This design comes from an exercise in tuning for small area and a short achievable clock period on the open sky130 flow, not from production work. Where RTL was checked, it was by simulation tests only, not by an equivalence proof against the original.

==> flow/design.v (excerpt) <==
module mbox(clk, rst, op1, op2, mdsel, out);
  parameter XLEN = 32;
  input logic clk;
  input logic rst;
  input logic [(XLEN/2)-1:0] op1;
  input logic [(XLEN/2)-1:0] op2;
  input logic mdsel;
  output logic [XLEN-1:0] out;
  logic [15:0] a_n, b_n;    
  c_inv u1 (.a(op1[0]), .y(a_n[0]));
  c_inv u2 (.a(op2[0]), .y(b_n[0]));
  c_inv u3 (.a(op1[1]), .y(a_n[1]));
  c_inv u4 (.a(op2[1]), .y(b_n[1]));
  c_inv u5 (.a(op1[2]), .y(a_n[2]));
  c_inv u6 (.a(op2[2]), .y(b_n[2]));
  c_inv u7 (.a(op1[3]), .y(a_n[3]));
  c_inv u8 (.a(op2[3]), .y(b_n[3]));
  c_inv u9 (.a(op1[4]), .y(a_n[4]));
  c_inv u10 (.a(op2[4]), .y(b_n[4]));
  c_inv u11 (.a(op1[5]), .y(a_n[5]));
  c_inv u12 (.a(op2[5]), .y(b_n[5]));
  c_inv u13 (.a(op1[6]), .y(a_n[6]));
  c_inv u14 (.a(op2[6]), .y(b_n[6]));
  c_inv u15 (.a(op1[7]), .y(a_n[7]));
  c_inv u16 (.a(op2[7]), .y(b_n[7]));
  c_inv u17 (.a(op1[8]), .y(a_n[8]));
  c_inv u18 (.a(op2[8]), .y(b_n[8]));
  c_inv u19 (.a(op1[9]), .y(a_n[9]));
  ...
For scale: ~1800 cells after synthesis, ~32 flip-flops, roughly 67 I/O pins, roughly 13000 sq um of cells after synthesis.
clock: 125.0 ns
lec_check: 0
abc_area: 1
cap_margin: 20
core_margin: 2
core_utilization: 65
slew_margin: 20
synth_hierarchical: 1
synth_minimum_keep_size: 0
standard.sh (not shown) runs the stock make flow with config.mk's settings and CLKGATE_MAP_FILE= SYNTH_SCRIPT=/design/flow/synth_recipe.tcl, a recipe that flattens the netlist after the stock synthesis.
==> flow/flow/run.sh <==
#!/bin/bash
# The standard layout with two changes:
#  - synthesis maps the logic with ABC using flow/abc.script (a yosys tcl
#    wrapper swaps the script; the rest of the standard synthesis is unchanged);
#  - plain buffers (buf_2) on the ports instead of the delay cell that
#    buffer_ports picks by default. Every port still gets a buffer.
set -euo pipefail
W=$(pwd)
cat > "$W/my_synth.tcl" <<EOT
proc abc {args} {
  set i [lsearch -exact \$args -script]
  if { \$i >= 0 } { lset args [expr {\$i+1}] $W/flow/abc.script }
  yosys abc {*}\$args
}
source $W/synth_recipe.tcl
EOT
sed "s#$W/synth_recipe.tcl#$W/my_synth.tcl#g" standard.sh > my_standard.sh
grep -q my_synth.tcl my_standard.sh
export BUFFER_PORTS_ARGS="-buffer_cell sky130_fd_sc_hd__buf_2"
bash my_standard.sh > standard.log 2>&1
==> flow/flow/abc.script <==
strash
dch
map -D 15000
topo
stime -c
buffer -c
upsize -c -D 15000
dnsize -c -D 15000
Edit:
--- a/flow/design.v
+++ b/flow/design.v
@@ -13,16 +13,17 @@
   assign s  = a ^ b ^ c;
   assign co = (a & b) | (c & (a | b));
 endmodule
 module c_ha (input logic a, input logic b, output logic s, output logic co);
   assign s  = a ^ b;
   assign co = a & b;
 endmodule
 module mb_div (input logic [15:0] n, input logic [15:0] d,
+               input logic [15:0] dnh, input logic [15:0] dnl,
                output logic [15:0] q, output logic dz);
   localparam N = 16;
   logic [N:0] hz;      
   assign hz[N] = 1'b1;
   genvar j, k;
   generate
     for (j = N-1; j >= 0; j = j - 1) begin : g_hz
       assign hz[j] = hz[j+1] & ~d[j];
@@ -39,17 +40,17 @@
       if (W > 1) begin : g_t
         assign t = {rem[W-1][W-2:0], n[k]};
       end else begin : g_t1
         assign t = n[k];
       end
       assign cy[0] = 1'b1;
       for (j = 0; j < W; j = j + 1) begin : g_bit
         logic nb;
-        assign nb = ~d[j];
+        assign nb = (k >= 8) ? dnh[j] : dnl[j];
         assign dx[j] = nb ^ cy[j];
         assign cy[j+1] = (t[j] & nb) | (cy[j] & (t[j] | nb));
       end
       assign q[k] = hz[W] & cy[W];
       if (k > 0) begin : g_rem
         assign rem[W] = {{(N-W){1'b0}}, (t ^ ({W{q[k]}} & dx))};
       end else begin : g_last
         assign rem[W] = '0;
@@ -646,17 +647,50 @@
   c_fa u537 (.a(ms[15][11]), .b(mc[15][10]), .c(fc[10]), .s(prod[26]), .co(fc[11]));
   c_fa u538 (.a(ms[15][12]), .b(mc[15][11]), .c(fc[11]), .s(prod[27]), .co(fc[12]));
   c_fa u539 (.a(ms[15][13]), .b(mc[15][12]), .c(fc[12]), .s(prod[28]), .co(fc[13]));
   c_fa u540 (.a(ms[15][14]), .b(mc[15][13]), .c(fc[13]), .s(prod[29]), .co(fc[14]));
   c_fa u541 (.a(ms[15][15]), .b(mc[15][14]), .c(fc[14]), .s(prod[30]), .co(fc[15]));
   c_xor2 u542 (.a(mc[15][15]), .b(fc[15]), .y(prod[31]));
   logic [15:0] quo;
   logic dz;
-  mb_div u_div (.n(op1), .d(op2), .q(quo), .dz(dz));
+  logic [15:0] dnh, dnl;
+  c_inv u543 (.a(op2[0]), .y(dnh[0]));
+  c_inv u544 (.a(op2[0]), .y(dnl[0]));
+  c_inv u545 (.a(op2[1]), .y(dnh[1]));
+  c_inv u546 (.a(op2[1]), .y(dnl[1]));
+  c_inv u547 (.a(op2[2]), .y(dnh[2]));
+  c_inv u548 (.a(op2[2]), .y(dnl[2]));
+  c_inv u549 (.a(op2[3]), .y(dnh[3]));
+  c_inv u550 (.a(op2[3]), .y(dnl[3]));
+  c_inv u551 (.a(op2[4]), .y(dnh[4]));
+  c_inv u552 (.a(op2[4]), .y(dnl[4]));
+  c_inv u553 (.a(op2[5]), .y(dnh[5]));
+  c_inv u554 (.a(op2[5]), .y(dnl[5]));
+  c_inv u555 (.a(op2[6]), .y(dnh[6]));
+  c_inv u556 (.a(op2[6]), .y(dnl[6]));
+  c_inv u557 (.a(op2[7]), .y(dnh[7]));
+  c_inv u558 (.a(op2[7]), .y(dnl[7]));
+  c_inv u559 (.a(op2[8]), .y(dnh[8]));
+  c_inv u560 (.a(op2[8]), .y(dnl[8]));
+  c_inv u561 (.a(op2[9]), .y(dnh[9]));
+  c_inv u562 (.a(op2[9]), .y(dnl[9]));
+  c_inv u563 (.a(op2[10]), .y(dnh[10]));
+  c_inv u564 (.a(op2[10]), .y(dnl[10]));
+  c_inv u565 (.a(op2[11]), .y(dnh[11]));
+  c_inv u566 (.a(op2[11]), .y(dnl[11]));
+  c_inv u567 (.a(op2[12]), .y(dnh[12]));
+  c_inv u568 (.a(op2[12]), .y(dnl[12]));
+  c_inv u569 (.a(op2[13]), .y(dnh[13]));
+  c_inv u570 (.a(op2[13]), .y(dnl[13]));
+  c_inv u571 (.a(op2[14]), .y(dnh[14]));
+  c_inv u572 (.a(op2[14]), .y(dnl[14]));
+  c_inv u573 (.a(op2[15]), .y(dnh[15]));
+  c_inv u574 (.a(op2[15]), .y(dnl[15]));
+  mb_div u_div (.n(op1), .d(op2), .dnh(dnh), .dnl(dnl), .q(quo), .dz(dz));
   always @(posedge clk) begin
     if (rst)
       out <= 0;
     else if (mdsel == 0)
       out <= prod;
     else
       out <= {{16{dz}}, quo};
   end
What happened: Critical path depth rose by 4; cell count rose by 4.2%; fmax rose by 0.97%; wire length rose by 4.2%; setup slack gets better by 0.42 ns; die area rose by 4.8%; non-clock buffer count fell by 4; via count rose by 2.3%.
Only the layout flow was run in the second run of this note; the RTL was not checked for function there.

==> re-timing with driven ports <==
No port has a modelled driver above. Below, the same layouts with a new extraction and two added sets of constraints.
Step 1 assumes that a clkbuf_16 drives the clock port and a buf_2 every other input.
Step 2 adds t to the input delays and takes it off the output delays; t is the mean of the earliest and latest rising clock arrival at the registers after step 1. Input paths then give back, and output paths get back, about the clock's delay inside the block.
Three values: ideal ports, drivers, drivers and shift; two values: the first two.
run	shift t [ns]	slack for setup (ns)	worst hold slack (ns)	worst data-port slew with drivers (ns)
the first run	0.335	81.338 / 81.357 / 81.022	25.069 / 25.053 / 25.388	0.07
the second run	0.332	81.758 / 81.779 / 81.447	25.070 / 25.049 / 25.381	0.06
After both steps setup and hold are still met in every run listed. The setup slack of the first run, which loses most, moves by +0.019 ns with the drivers and by -0.316 ns with both steps.
